Background: an optimization exercise with open tools, aiming at small area, a short achievable clock period and few clock cycles per item. Do not read the settings as production practice. At most, simulation tests tie the RTL to the original design; equivalence was not proved. Power and IR drop assume default switching activity.

red:
// CNC
module CNC(
    clk,
    rst_n,
    IN_VALID,
    MODE,
    IN,
    OUT_VALID,
    OUT
    );
clock: 7.5 ns
lec_check: 0
cap_margin: 20
core_margin: 2
core_utilization: 65
setup_slack_margin: 3.2
slew_margin: 20
synth_hierarchical: 1
synth_minimum_keep_size: 0
standard.sh (not shown) runs the stock make flow with config.mk's settings and CLKGATE_MAP_FILE= SYNTH_SCRIPT=/design/flow/synth_recipe.tcl, a recipe that flattens the netlist after the stock synthesis.
==> flow/flow/run.sh <==
#!/bin/bash
set -euo pipefail
export BUFFER_PORTS_ARGS="-buffer_cell sky130_fd_sc_hd__buf_2"
bash standard.sh > flow_make.log 2>&1
The inputs of blue differ from those of red as listed below.
Settings: SETUP_SLACK_MARGIN: 3.2 -> 3.8.
[summary]
No stage failed in blue, and the final checks on the layout all came back clean.
In the reports for red and blue, the smaller critical path depth belongs to red.
Delta (blue minus red): total length of routed wires rose about 4.6%; multi-input combinational cell area rose by 4.8%; post-CTS setup buffer count increased 11.
Cell count in blue is 20 above red.
What green does differently from blue at the input level:
Settings: changing SETUP_SLACK_MARGIN from 3.8 to 3.6; changing CORE_UTILIZATION from 65 to 55.
blue leaves more setup margin than green.
green ends up with a total routing resource utilization after global routing that is 4.4 points lower than in blue.
green — die area about 17% higher, blue as reference
On green: data arrival time of the critical path is 0.05 ns higher than what blue gave.
Changes observed in green relative to blue: total met2 wirelength after detailed routing now sits lower; area after synthesis closely matched the old numbers; post-route non-filler standard cell count held.
[inputs] orange vs green
Settings: changing CORE_UTILIZATION from 55 to 75.
### Flow results
Comparing green and orange, the higher clock-cell share of area is on green.
Looking at combinational fraction of design power, orange sits 3.5 points above green.
Cmp orange vs green: worst path setup slack after routing lower in orange
No functional check of the RTL was part of any run of this note.


Another version of the RTL of CNC (not shown whole).
For scale: roughly 730 cells after synthesis, roughly 31 I/O pins, roughly 6900 µm² of cells after synthesis.
clock: 7.5 ns
lec_check: 0
cap_margin: 20
core_margin: 2
core_utilization: 40
setup_slack_margin: 1.5
slew_margin: 20
run.sh (not shown) runs the stock make flow with config.mk's settings and CLKGATE_MAP_FILE= SYNTH_SCRIPT=/design/flow/synth_recipe.tcl, a recipe that flattens the netlist after the stock synthesis.
Stock flow here: none of the scripts above is used.
The baseline produced a clean layout.
Testbench counts at the start, summed over its fixed seeds: cycles 6,008, items 1,200.
==> next run, changes <==
- SETUP_SLACK_MARGIN: 1.5 -> not set
Critical path depth went up by 4.
Worst hold slack gains 0.0045 ns.
Setup slack loses 0.69 ns.
Via count went down by 1.1%.
Wire length went down by 1.1%.
Combinational power went down by about 3%.
Sequential cell count is unchanged.
Global-route usage is about the same.
Utilization went down by 0.37 points.
Die area is unchanged.
Cell area went down by 0.81%.


## run 1
CNC, a different RTL version from the one above (not shown whole).
Size: about 31 I/O pins.
==> flow/config.mk <==
export PLATFORM = sky130hd
export DESIGN_NAME = CNC
export DESIGN_NICKNAME = CNC
export VERILOG_FILES = /design/flow/design.v
export SDC_FILE = /design/flow/constraint.sdc
export NUM_CORES = 4
export LEC_CHECK = 0
export CAP_MARGIN = 20
export CORE_MARGIN = 2
export CORE_UTILIZATION = 65
export SETUP_SLACK_MARGIN = 4.0
export SLEW_MARGIN = 20
export SYNTH_HIERARCHICAL = 1
export SYNTH_MINIMUM_KEEP_SIZE = 0
==> flow/constraint.sdc <==
create_clock -name core_clock -period 7.5 [get_ports {clk}]
set_input_delay 1.5000 -clock core_clock [delete_from_list [all_inputs] [get_ports {clk}]]
set_output_delay 1.5000 -clock core_clock [all_outputs]
set_load 0.01 [all_outputs]
standard.sh (not shown) runs the stock make flow with config.mk's settings and CLKGATE_MAP_FILE= SYNTH_SCRIPT=/design/flow/synth_recipe.tcl, a recipe that flattens the netlist after the stock synthesis.
Scripts as last shown in full above: flow/flow/run.sh
No stage failed in run 1, and the final checks on the layout all came back clean.
Testbench counts of run 1, summed over its fixed seeds: cycles 7,208, items 1,200.
Changes in run 2 relative to run 1:
# run 1
export LEC_CHECK = 0
export CAP_MARGIN = 20
export CORE_MARGIN = 2
export CORE_UTILIZATION = 65
export SETUP_SLACK_MARGIN = 4.0
export SLEW_MARGIN = 20
export SYNTH_HIERARCHICAL = 1
export SYNTH_MINIMUM_KEEP_SIZE = 0
create_clock -name core_clock -period 7.5 [get_ports {clk}]
# run 2
export LEC_CHECK = 0
export CAP_MARGIN = 20
export CORE_MARGIN = 2
export CORE_UTILIZATION = 65
export SETUP_SLACK_MARGIN = 3.8
export SLEW_MARGIN = 20
export SYNTH_HIERARCHICAL = 1
export SYNTH_MINIMUM_KEEP_SIZE = 0
create_clock -name core_clock -period 7.5 [get_ports {clk}]
[summary]
No stage failed in run 2, and the final checks on the layout all came back clean. Diff run 1 -> run 2 | cell area | down by a few percent. Run 2: final clock period utilization by the worst path is 0.75 points higher than what run 1 reported. Going from run 1 to run 2, power moved down, total via count in the routed design level, final wirelength moved down, worst slack at placement moved down, die area level.
Here is what was changed in the inputs of run 3 compared with run 2.
# run 2
export LEC_CHECK = 0
export CAP_MARGIN = 20
export CORE_MARGIN = 2
export CORE_UTILIZATION = 65
export SETUP_SLACK_MARGIN = 3.8
export SLEW_MARGIN = 20
export SYNTH_HIERARCHICAL = 1
export SYNTH_MINIMUM_KEEP_SIZE = 0
create_clock -name core_clock -period 7.5 [get_ports {clk}]
# run 3
export LEC_CHECK = 0
export CAP_MARGIN = 20
export CORE_MARGIN = 2
export CORE_UTILIZATION = 65
export SETUP_SLACK_MARGIN = 3.9
export SLEW_MARGIN = 20
export SYNTH_HIERARCHICAL = 1
export SYNTH_MINIMUM_KEEP_SIZE = 0
create_clock -name core_clock -period 7.5 [get_ports {clk}]
[summary]
- Run 3 finished all stages; the layout is clean.
- Compared with run 2, run 3 is hungrier on power.
- Going from run 2 to run 3, global-route wire length before repair picked up an extra 100 µm; minimum hold slack held steady; cell count increased 14; share of cell area taken by flip-flops and latches fell 0.48 points.
- The least setup slack across all paths after layout in run 3 sits 52 ps below the value recorded for run 2.
- Summary of run 3 over run 2: routed wire length higher; relative slew slack lower; shortest period the worst path allows higher; switching portion of total power higher.
The inputs of run 4 differ from those of run 3 as listed below.
# run 3
export LEC_CHECK = 0
export CAP_MARGIN = 20
export CORE_MARGIN = 2
export CORE_UTILIZATION = 65
export SETUP_SLACK_MARGIN = 3.9
export SLEW_MARGIN = 20
export SYNTH_HIERARCHICAL = 1
export SYNTH_MINIMUM_KEEP_SIZE = 0
create_clock -name core_clock -period 7.5 [get_ports {clk}]
# run 4
export LEC_CHECK = 0
export CAP_MARGIN = 20
export CORE_MARGIN = 2
export CORE_UTILIZATION = 65
export SETUP_SLACK_MARGIN = 3.6
export SLEW_MARGIN = 20
export SYNTH_HIERARCHICAL = 1
export SYNTH_MINIMUM_KEEP_SIZE = 0
create_clock -name core_clock -period 7.5 [get_ports {clk}]
--- outcome ---
Final cell area: run 4 below run 3
Run 4 vs. run 3: first-pass GRT wire length went down by 120 µm.
Run 4 vs. run 3: routed wire length lower; fraction of standard cell area in multi-input logic higher.

-- re-timing with driven ports --
No port has a modelled driver above. Below, the same layouts with a new extraction and two added sets of constraints.
Step 1, drivers: a clkbuf_16 drives clk and a buf_2 each remaining input, both assumed.
Step 2 times the ports against the registers' clock, not the clock port: input delays grow and output delays shrink by t, the midpoint of the rising clock arrivals with the driver on.
a / b / c = no drivers / after step 1 / after step 2; a / b = the first two.
run	shift t [ns]	setup slack, ns	hold WS [ns]	clock arrival spread, ns
red	0.394	3.438 / 3.438 / 3.438	0.382 / 0.382 / 0.382	0.017 / 0.017
blue	0.395	3.742 / 3.742 / 3.742	0.382 / 0.382 / 0.382	0.016 / 0.015
green	0.384	3.659 / 3.659 / 3.659	0.371 / 0.371 / 0.371	0.010 / 0.009
orange	0.405	3.507 / 3.507 / 3.507	0.385 / 0.385 / 0.385	0.021 / 0.021
the first run of note 2	0.391	1.694 / 1.720 / 1.330	0.545 / 0.545 / 0.545	0.015 / 0.015
the second run of note 2	0.387	1.006 / 1.026 / 0.640	0.550 / 0.550 / 0.550	0.008 / 0.009
run 1	0.400	3.986 / 3.986 / 3.899	0.376 / 0.376 / 0.376	0.008 / 0.007
run 2	0.397	3.930 / 3.930 / 3.869	0.365 / 0.365 / 0.365	0.014 / 0.013
run 3	0.399	3.877 / 3.877 / 3.863	0.367 / 0.367 / 0.367	0.015 / 0.015
run 4	0.399	3.777 / 3.777 / 3.777	0.365 / 0.365 / 0.365	0.014 / 0.014
After both steps every run listed still meets setup and hold. The setup slack of the second run of note 2, which loses most, moves by +0.020 ns with the drivers and by -0.366 ns with both steps.
